Background: an optimization exercise with open tools, aiming at small area. Do not read the settings as production practice. The RTL was checked by simulation tests, not by an equivalence proof against the original design. The clock port is modelled as an ideal driver; clocking choices that lean on that would not hold on a real chip. No activity file was given, so power comes from the tool's default toggle rates.

// jtag
module jtag (
	input TCK,
	input TDI,
	output TDO,
	input TMS,
	input HREADY,
	input HRESP,
	input [31:0] HRDATA,
	output HWRITE,
	output [1:0] HTRANS,
	output [31:0] HWDATA,
	output [31:0] HADDR
);
==> flow/config.mk <==
export PLATFORM = sky130hd
export DESIGN_NAME = jtag
export DESIGN_NICKNAME = jtag
export VERILOG_FILES = /design/flow/design.v
export SDC_FILE = /design/flow/constraint.sdc
export NUM_CORES = 4
export LEC_CHECK = 0
export CAP_MARGIN = 0
export CORE_MARGIN = 2
export CORE_UTILIZATION = 50
export SLEW_MARGIN = 0
==> flow/constraint.sdc <==
create_clock -name core_clock -period 10.0 [get_ports {TCK}]
set_input_delay 2.0000 -clock core_clock [delete_from_list [all_inputs] [get_ports {TCK}]]
set_output_delay 2.0000 -clock core_clock [all_outputs]
set_load 0.01 [all_outputs]
standard.sh (not shown) runs the stock make flow with config.mk's settings and CLKGATE_MAP_FILE= SYNTH_SCRIPT=/design/flow/synth_recipe.tcl, a recipe that flattens the netlist after the stock synthesis.
==> flow/flow/run.sh <==
#!/bin/bash
# Own layout flow: the standard flow (standard.sh) with
#  - synthesis (flow/my_synth.tcl) that maps the logic with each ABC script
#    flow/abc_*.script and keeps the smallest mapping; registers are mapped
#    before ABC runs, so they are the standard synthesis's,
#  - single-drive buffers (buf_1) on the ports,
#  - the clock distributed by flow/clock_tree.tcl before CTS: the registers are
#    split by position into four groups, each driven by one clkbuf_16 that the
#    clock port drives directly; CTS then has no net left to build.
# Every tool's output goes to the ORFS logs under orfs/logs, and make's own
# output to standard_flow.log.
set -euo pipefail
here=$(pwd)
export MY_ABC_SCRIPTS="$(ls $here/flow/abc_*.script | tr '\n' ' ')"
export PRE_CTS_TCL=$here/flow/clock_tree.tcl MY_CLK_K=4 MY_CLK_BUF=sky130_fd_sc_hd__clkbuf_16
export BUFFER_PORTS_ARGS="-buffer_cell sky130_fd_sc_hd__buf_1"
export CTS_ARGS="-sink_clustering_enable -repair_clock_nets -dont_use_dummy_load"
sed "s#SYNTH_SCRIPT=[^ ]*#SYNTH_SCRIPT=$here/flow/my_synth.tcl #" standard.sh > my_standard.sh
grep -q "my_synth.tcl" my_standard.sh
bash my_standard.sh > standard_flow.log 2>&1
Other scripts of this flow, unchanged in this note and not shown: flow/flow/abc_a3.script, flow/flow/abc_b4.script, flow/flow/abc_c3.script, flow/flow/abc_e2.script, flow/flow/abc_e4.script, flow/flow/clock_tree.tcl, flow/flow/my_synth.tcl
Edit:
Settings changed: CAP_MARGIN 0 to 20, SLEW_MARGIN 0 to 20.
Sequential power hardly moves.
Hold slack is about the same.
Flip-flop and latch count stays the same.
Worst setup slack is better by 23 ps.

* * *

== v58 ==
The RTL this note starts from:
==> flow/design.v <==
module jtag (
	input TCK,
	input TDI,
	output TDO,
	input TMS,
	input HREADY,
	input HRESP,
	input [31:0] HRDATA,
	output HWRITE,
	output [1:0] HTRANS,
	output [31:0] HWDATA,
	output [31:0] HADDR
);
  localparam [3:0] TEST_LOGIC_RESET = 4'hf,
    RUN_TEST_IDLE = 4'hc,
    SELECT_DR_SCAN = 4'h7,
    CAPTURE_DR = 4'h6,
    SHIFT_DR = 4'h2,
    EXIT_1_DR = 4'h1,
    PAUSE_DR = 4'h3,
    EXIT_2_DR = 4'h0,
    UPDATE_DR = 4'h5,
    SELECT_IR_SCAN = 4'h4,
    CAPTURE_IR = 4'he,
    SHIFT_IR = 4'ha,
    EXIT_1_IR = 4'h9,
    PAUSE_IR = 4'hb,
    EXIT_2_IR = 4'h8,
    UPDATE_IR = 4'hd;
  localparam [2:0] I_BYPASS = 3'b000, I_OTHER = 3'b010, I_IDCODE = 3'b001,
                   I_WDATA = 3'b011, I_ADDR = 3'b100, I_RDATA = 3'b110;
  reg [3:0] state;
  reg [2:0] ins;
  reg [31:0] sr;      
  reg [31:0] ar;      
  reg [31:0] rd;      
  reg bp;             
  reg act;            
  always @(posedge TCK)
    case (state)
      TEST_LOGIC_RESET: state <= TMS ? TEST_LOGIC_RESET : RUN_TEST_IDLE;
      RUN_TEST_IDLE:    state <= TMS ? SELECT_DR_SCAN : RUN_TEST_IDLE;
      SELECT_DR_SCAN:   state <= TMS ? SELECT_IR_SCAN : CAPTURE_DR;
      CAPTURE_DR:       state <= TMS ? EXIT_1_DR : SHIFT_DR;
      SHIFT_DR:         state <= TMS ? EXIT_1_DR : SHIFT_DR;
      EXIT_1_DR:        state <= TMS ? UPDATE_DR : PAUSE_DR;
      PAUSE_DR:         state <= TMS ? EXIT_2_DR : PAUSE_DR;
      EXIT_2_DR:        state <= TMS ? UPDATE_DR : SHIFT_DR;
      UPDATE_DR:        state <= TMS ? SELECT_DR_SCAN : RUN_TEST_IDLE;
      SELECT_IR_SCAN:   state <= TMS ? TEST_LOGIC_RESET : CAPTURE_IR;
      CAPTURE_IR:       state <= TMS ? EXIT_1_IR : SHIFT_IR;
      SHIFT_IR:         state <= TMS ? EXIT_1_IR : SHIFT_IR;
      EXIT_1_IR:        state <= TMS ? UPDATE_IR : PAUSE_IR;
      PAUSE_IR:         state <= TMS ? EXIT_2_IR : PAUSE_IR;
      EXIT_2_IR:        state <= TMS ? UPDATE_IR : SHIFT_IR;
      default:          state <= TMS ? SELECT_DR_SCAN : RUN_TEST_IDLE;  
    endcase
  wire tlr   = state == TEST_LOGIC_RESET;
  wire cap_dr = state == CAPTURE_DR;
  wire sh_dr = state == SHIFT_DR;
  wire upd_dr = state == UPDATE_DR;
  wire cap_ir = state == CAPTURE_IR;
  wire sh_ir = state == SHIFT_IR;
  wire upd_ir = state == UPDATE_IR;
  wire is_b = ins == I_BYPASS;
  wire is_i = ins == I_IDCODE;
  wire is_s = ins[0];                    
  wire is_a = ins == I_ADDR;
  wire is_r = ins == I_RDATA;
  wire hw = ins[0];                      
  wire is_x = ins == I_WDATA || ins == I_RDATA;
  wire [3:0] ir = sr[31:28];
  reg [2:0] dec;
  always @*
    case (ir)
      4'b0000: dec = I_BYPASS;
      4'b1000: dec = I_IDCODE;
      4'b0100: dec = I_ADDR;
      4'b1100: dec = I_WDATA;
      4'b0010: dec = I_RDATA;
      default: dec = I_OTHER;
    endcase
  always @(posedge TCK)
    if (tlr) ins <= I_BYPASS;
    else if (upd_ir) ins <= dec;
  wire s_cap = cap_ir || (cap_dr && is_s);
  wire s_sh = sh_ir || (sh_dr && is_s);
  wire s_capi = cap_dr && is_i;
  wire s_hold = !(s_cap || s_sh);
  always @(posedge TCK)
    sr <= ({32{s_capi}} & 32'hf0f0f0f0) | ({32{s_sh}} & {TDI, sr[31:1]}) | ({32{s_hold}} & sr);
  wire a_sh = sh_dr && is_a;
  wire a_hold = !(a_sh || tlr);
  always @(posedge TCK)
    ar <= ({32{a_sh}} & {TDI, ar[31:1]}) | ({32{a_hold}} & ar);
  wire r_sh = sh_dr && is_r;
  wire r_ld = act && !hw;
  wire r_hold = !(r_sh || r_ld || tlr);
  always @(posedge TCK)
    rd <= ({32{r_sh}} & {TDI, rd[31:1]}) | ({32{r_ld}} & HRDATA) | ({32{r_hold}} & rd);
  always @(posedge TCK)
    if (tlr || (cap_dr && is_b)) bp <= 1'b0;
    else if (sh_dr && is_b) bp <= TDI;
  always @(posedge TCK)
    act <= upd_dr && HREADY && is_x;
  assign HTRANS = {act, 1'b0};
  assign HWRITE = hw;
  assign HADDR = ar;
  assign HWDATA = sr;
  assign TDO = is_a ? ar[0] : is_r ? rd[0] : is_s ? sr[0] : bp;
endmodule
clock: 10.0 ns
lec_check: 0
cap_margin: 20
core_margin: 2
core_utilization: 50
slew_margin: 20
==> flow/flow/run.sh <==
#!/bin/bash
# Own layout flow: the standard flow (standard.sh) with
#  - an area-oriented ABC script in synthesis (flow/my_synth.tcl, flow/area.abc),
#  - single-drive buffers on the ports,
#  - a clock tree of small clock buffers without dummy loads.
set -euo pipefail
here=$(pwd)
export MY_ABC_SCRIPT=$here/flow/area.abc
export PRE_CTS_TCL=$here/flow/clock_tree.tcl MY_CLK_K=4 MY_CLK_BUF=sky130_fd_sc_hd__clkbuf_16
export BUFFER_PORTS_ARGS="-buffer_cell sky130_fd_sc_hd__buf_1"
export CTS_ARGS="-sink_clustering_enable -repair_clock_nets -dont_use_dummy_load -buf_list {sky130_fd_sc_hd__clkbuf_2 sky130_fd_sc_hd__clkbuf_4 sky130_fd_sc_hd__clkbuf_8}"
sed "s#SYNTH_SCRIPT=[^ ]*#SYNTH_SCRIPT=$here/flow/my_synth.tcl #" standard.sh > my_standard.sh
grep -q "my_synth.tcl" my_standard.sh
bash my_standard.sh > standard_flow.log 2>&1
==> flow/flow/area.abc <==
&get -n
&st
&dch -f
&nf -R 1000
&put
topo
==> flow/flow/clock_tree.tcl <==
# Clock distribution: the registers are split into MY_CLK_K groups by
# position (k-means); each group gets one clock buffer (MY_CLK_BUF) at its
# centre, driven straight from the clock port. CTS then skips these nets.
set block [ord::get_db_block]
set dbu [[ord::get_db_tech] getDbUnitsPerMicron]
set K $::env(MY_CLK_K)
set pins {}
foreach it [[$block findNet TCK] getITerms] {
  set b [[$it getInst] getBBox]
  lappend pins [list [expr {([$b xMin] + [$b xMax]) / 2.0 / $dbu}] [expr {([$b yMin] + [$b yMax]) / 2.0 / $dbu}] [[$it getInst] getName]/[[$it getMTerm] getName]]
}
set n [llength $pins]
# initial centres: spread along the sorted x (then y) order
set sorted [lsort -real -index 0 $pins]
set cent {}
for {set k 0} {$k < $K} {incr k} {
  set p [lindex $sorted [expr {int(($k + 0.5) * $n / $K)}]]
  lappend cent [list [lindex $p 0] [lindex $p 1]]
}
for {set iter 0} {$iter < 50} {incr iter} {
  set sx {}; set sy {}; set sc {}
  for {set k 0} {$k < $K} {incr k} { lappend sx 0.0; lappend sy 0.0; lappend sc 0 }
  set assign {}
  foreach p $pins {
    set best 0; set bd 1e30
    for {set k 0} {$k < $K} {incr k} {
      set c [lindex $cent $k]
      set d [expr {abs([lindex $p 0] - [lindex $c 0]) + abs([lindex $p 1] - [lindex $c 1])}]
      if {$d < $bd} { set bd $d; set best $k }
    }
    lappend assign $best
    lset sx $best [expr {[lindex $sx $best] + [lindex $p 0]}]
    lset sy $best [expr {[lindex $sy $best] + [lindex $p 1]}]
    lset sc $best [expr {[lindex $sc $best] + 1}]
  }
  for {set k 0} {$k < $K} {incr k} {
    if {[lindex $sc $k] > 0} {
      lset cent $k [list [expr {[lindex $sx $k] / [lindex $sc $k]}] [expr {[lindex $sy $k] / [lindex $sc $k]}]]
    }
  }
}
set skip {}
for {set k 0} {$k < $K} {incr k} {
  set loads {}
  foreach p $pins a $assign { if {$a == $k} { lappend loads [get_pins [lindex $p 2]] } }
  if {[llength $loads] == 0} continue
  set c [lindex $cent $k]
  puts "clock group $k: [llength $loads] registers, buffer at $c"
  insert_buffer -buffer_cell $::env(MY_CLK_BUF) -net TCK -load_pins $loads -location $c -buffer_name clkleaf$k -net_name clknet_leaf$k
}
foreach it [[$block findNet TCK] getITerms] {
  lappend skip [[[[$it getInst] findITerm X] getNet] getName]
}
puts "clock nets made here: $skip"
set_cts_config -skip_nets $skip
Other scripts of this flow, unchanged in this note and not shown: flow/flow/my_synth.tcl
Edits applied to the flow inputs when going from v58 to v48:
- a change of CORE_UTILIZATION from 50 to 70
==> flow/flow/run.sh <==
#!/bin/bash
# Own layout flow: the standard flow (standard.sh) with
#  - an area-oriented ABC script in synthesis (flow/my_synth.tcl, flow/area.abc);
#    registers are mapped before ABC runs, so they are the standard synthesis's,
#  - single-drive buffers (buf_1) on the ports,
#  - the clock distributed by flow/clock_tree.tcl before CTS: the registers are
#    split by position into four groups, each driven by one clkbuf_16 that the
#    clock port drives directly; CTS then has no net left to build.
# Every tool's output goes to the ORFS logs under orfs/logs, and make's own
# output to standard_flow.log.
set -euo pipefail
here=$(pwd)
export MY_ABC_SCRIPT=$here/flow/area.abc
export PRE_CTS_TCL=$here/flow/clock_tree.tcl MY_CLK_K=4 MY_CLK_BUF=sky130_fd_sc_hd__clkbuf_16
export BUFFER_PORTS_ARGS="-buffer_cell sky130_fd_sc_hd__buf_1"
export CTS_ARGS="-sink_clustering_enable -repair_clock_nets -dont_use_dummy_load"
sed "s#SYNTH_SCRIPT=[^ ]*#SYNTH_SCRIPT=$here/flow/my_synth.tcl #" standard.sh > my_standard.sh
grep -q "my_synth.tcl" my_standard.sh
bash my_standard.sh > standard_flow.log 2>&1
==> flow/flow/area.abc <==
&get -n
&st
&syn2
&dc2
&dch -f
&nf -R 1000
&put
topo
diff --git a/flow/flow/clock_tree.tcl b/flow/flow/clock_tree.tcl
--- a/flow/flow/clock_tree.tcl
+++ b/flow/flow/clock_tree.tcl
@@ -41,3 +41,3 @@
 }
-set skip {}
+set skip {TCK}
 for {set k 0} {$k < $K} {incr k} {
- Compared with v58, in v48 final critical-path required period decreased 0.26 ns, die area decreased 28%, met2 routed wirelength increased 200 µm.
- v48 improves on v58 in setup slack.
- Sort v48 and v58 by share of power burned in the clock network desc -> top: v58
Input-level comparison between v47 and v48:
- changing CORE_UTILIZATION from 70 to 50
==> flow/flow/run.sh <==
#!/bin/bash
# Own layout flow: the standard flow (standard.sh) with
#  - an area-oriented ABC script in synthesis (flow/my_synth.tcl, flow/area.abc),
#  - single-drive buffers on the ports,
#  - a clock tree of small clock buffers without dummy loads.
set -euo pipefail
here=$(pwd)
export MY_ABC_SCRIPT=$here/flow/area.abc
export PRE_CTS_TCL=$here/flow/clock_tree.tcl MY_CLK_K=4 MY_CLK_BUF=sky130_fd_sc_hd__clkbuf_16
export BUFFER_PORTS_ARGS="-buffer_cell sky130_fd_sc_hd__buf_1"
export CTS_ARGS="-sink_clustering_enable -repair_clock_nets -dont_use_dummy_load -buf_list {sky130_fd_sc_hd__clkbuf_2 sky130_fd_sc_hd__clkbuf_4 sky130_fd_sc_hd__clkbuf_8}"
sed "s#SYNTH_SCRIPT=[^ ]*#SYNTH_SCRIPT=$here/flow/my_synth.tcl #" standard.sh > my_standard.sh
grep -q "my_synth.tcl" my_standard.sh
bash my_standard.sh > standard_flow.log 2>&1
### Flow results
Of v47 and v48, it is v47 that has the lower final cycle utilization of the critical path. Summary of the comparison: achievable frequency is higher in v47, relative to v48. Cell count: higher on v47. Power shrinks slightly when moving from v48 to v47. Wire length after detailed routing: v47 better than v48. Number of synthesized flops with an enable pin: v48 vs v47 identical.
Edits applied to the flow inputs when going from v47 to v41:
diff --git a/flow/flow/run.sh b/flow/flow/run.sh
--- a/flow/flow/run.sh
+++ b/flow/flow/run.sh
@@ -8,3 +8,2 @@
 export MY_ABC_SCRIPT=$here/flow/area.abc
-export PRE_CTS_TCL=$here/flow/clock_tree.tcl MY_CLK_K=4 MY_CLK_BUF=sky130_fd_sc_hd__clkbuf_16
 export BUFFER_PORTS_ARGS="-buffer_cell sky130_fd_sc_hd__buf_1"
removed: flow/flow/clock_tree.tcl
==> results.txt <==
- v47 → v41: area after synthesis now sits at about the same level; total track usage now sits higher; number of buffers added for setup after CTS roughly the same; die area level.
- Diff v41..v47 | simple-gate share of the synthesized area | unchanged
- On upper clock frequency limit: v41 sits below v47.
- v41 — amount of wire on met3 after detailed routing 66 µm higher, v47 as reference
- Compared to v47, v41 shows a narrower setup margin.
- Diff v47 -> v41 | remaining max-slew budget at the tightest pin | increase of 0.37 points
- Post-synthesis to final-layout area growth: v41 vs v47 up 0.69 points

-- static timing again, ports no longer ideal --
The results above use ideal ports. As a check the final layouts listed here were re-extracted and re-timed, cells and wires unchanged. Step 1 assumes that a clkbuf_16 drives the clock port and a buf_2 every other input. Step 2 times the ports against the registers' clock, not the clock port: input delays grow and output delays shrink by t, the midpoint of the rising clock arrivals with the driver on. Three values: no drivers, after step 1, after step 2; two values: the first two.
| run | shift t [ns] | setup slack, ns | clock arrival spread, ns | cell pins on the clock port's net |
|---|---|---|---|---|
| the first run of note 1 | 0.228 | 6.866 / 6.794 / 7.022 | 0.018 / 0.018 | 4 |
| the second run of note 1 | 0.232 | 6.889 / 6.815 / 7.047 | 0.019 / 0.019 | 4 |
| v58 | 0.451 | 6.376 / 6.343 / 6.794 | 0.041 / 0.041 | 1 |
| v48 | 0.226 | 6.635 / 6.560 / 6.786 | 0.023 / 0.023 | 4 |
| v47 | 0.226 | 6.695 / 6.623 / 6.848 | 0.017 / 0.017 | 4 |
| v41 | 0.380 | 6.513 / 6.481 / 6.860 | 0.027 / 0.027 | 1 |
After both steps setup and hold are still met in every run listed.
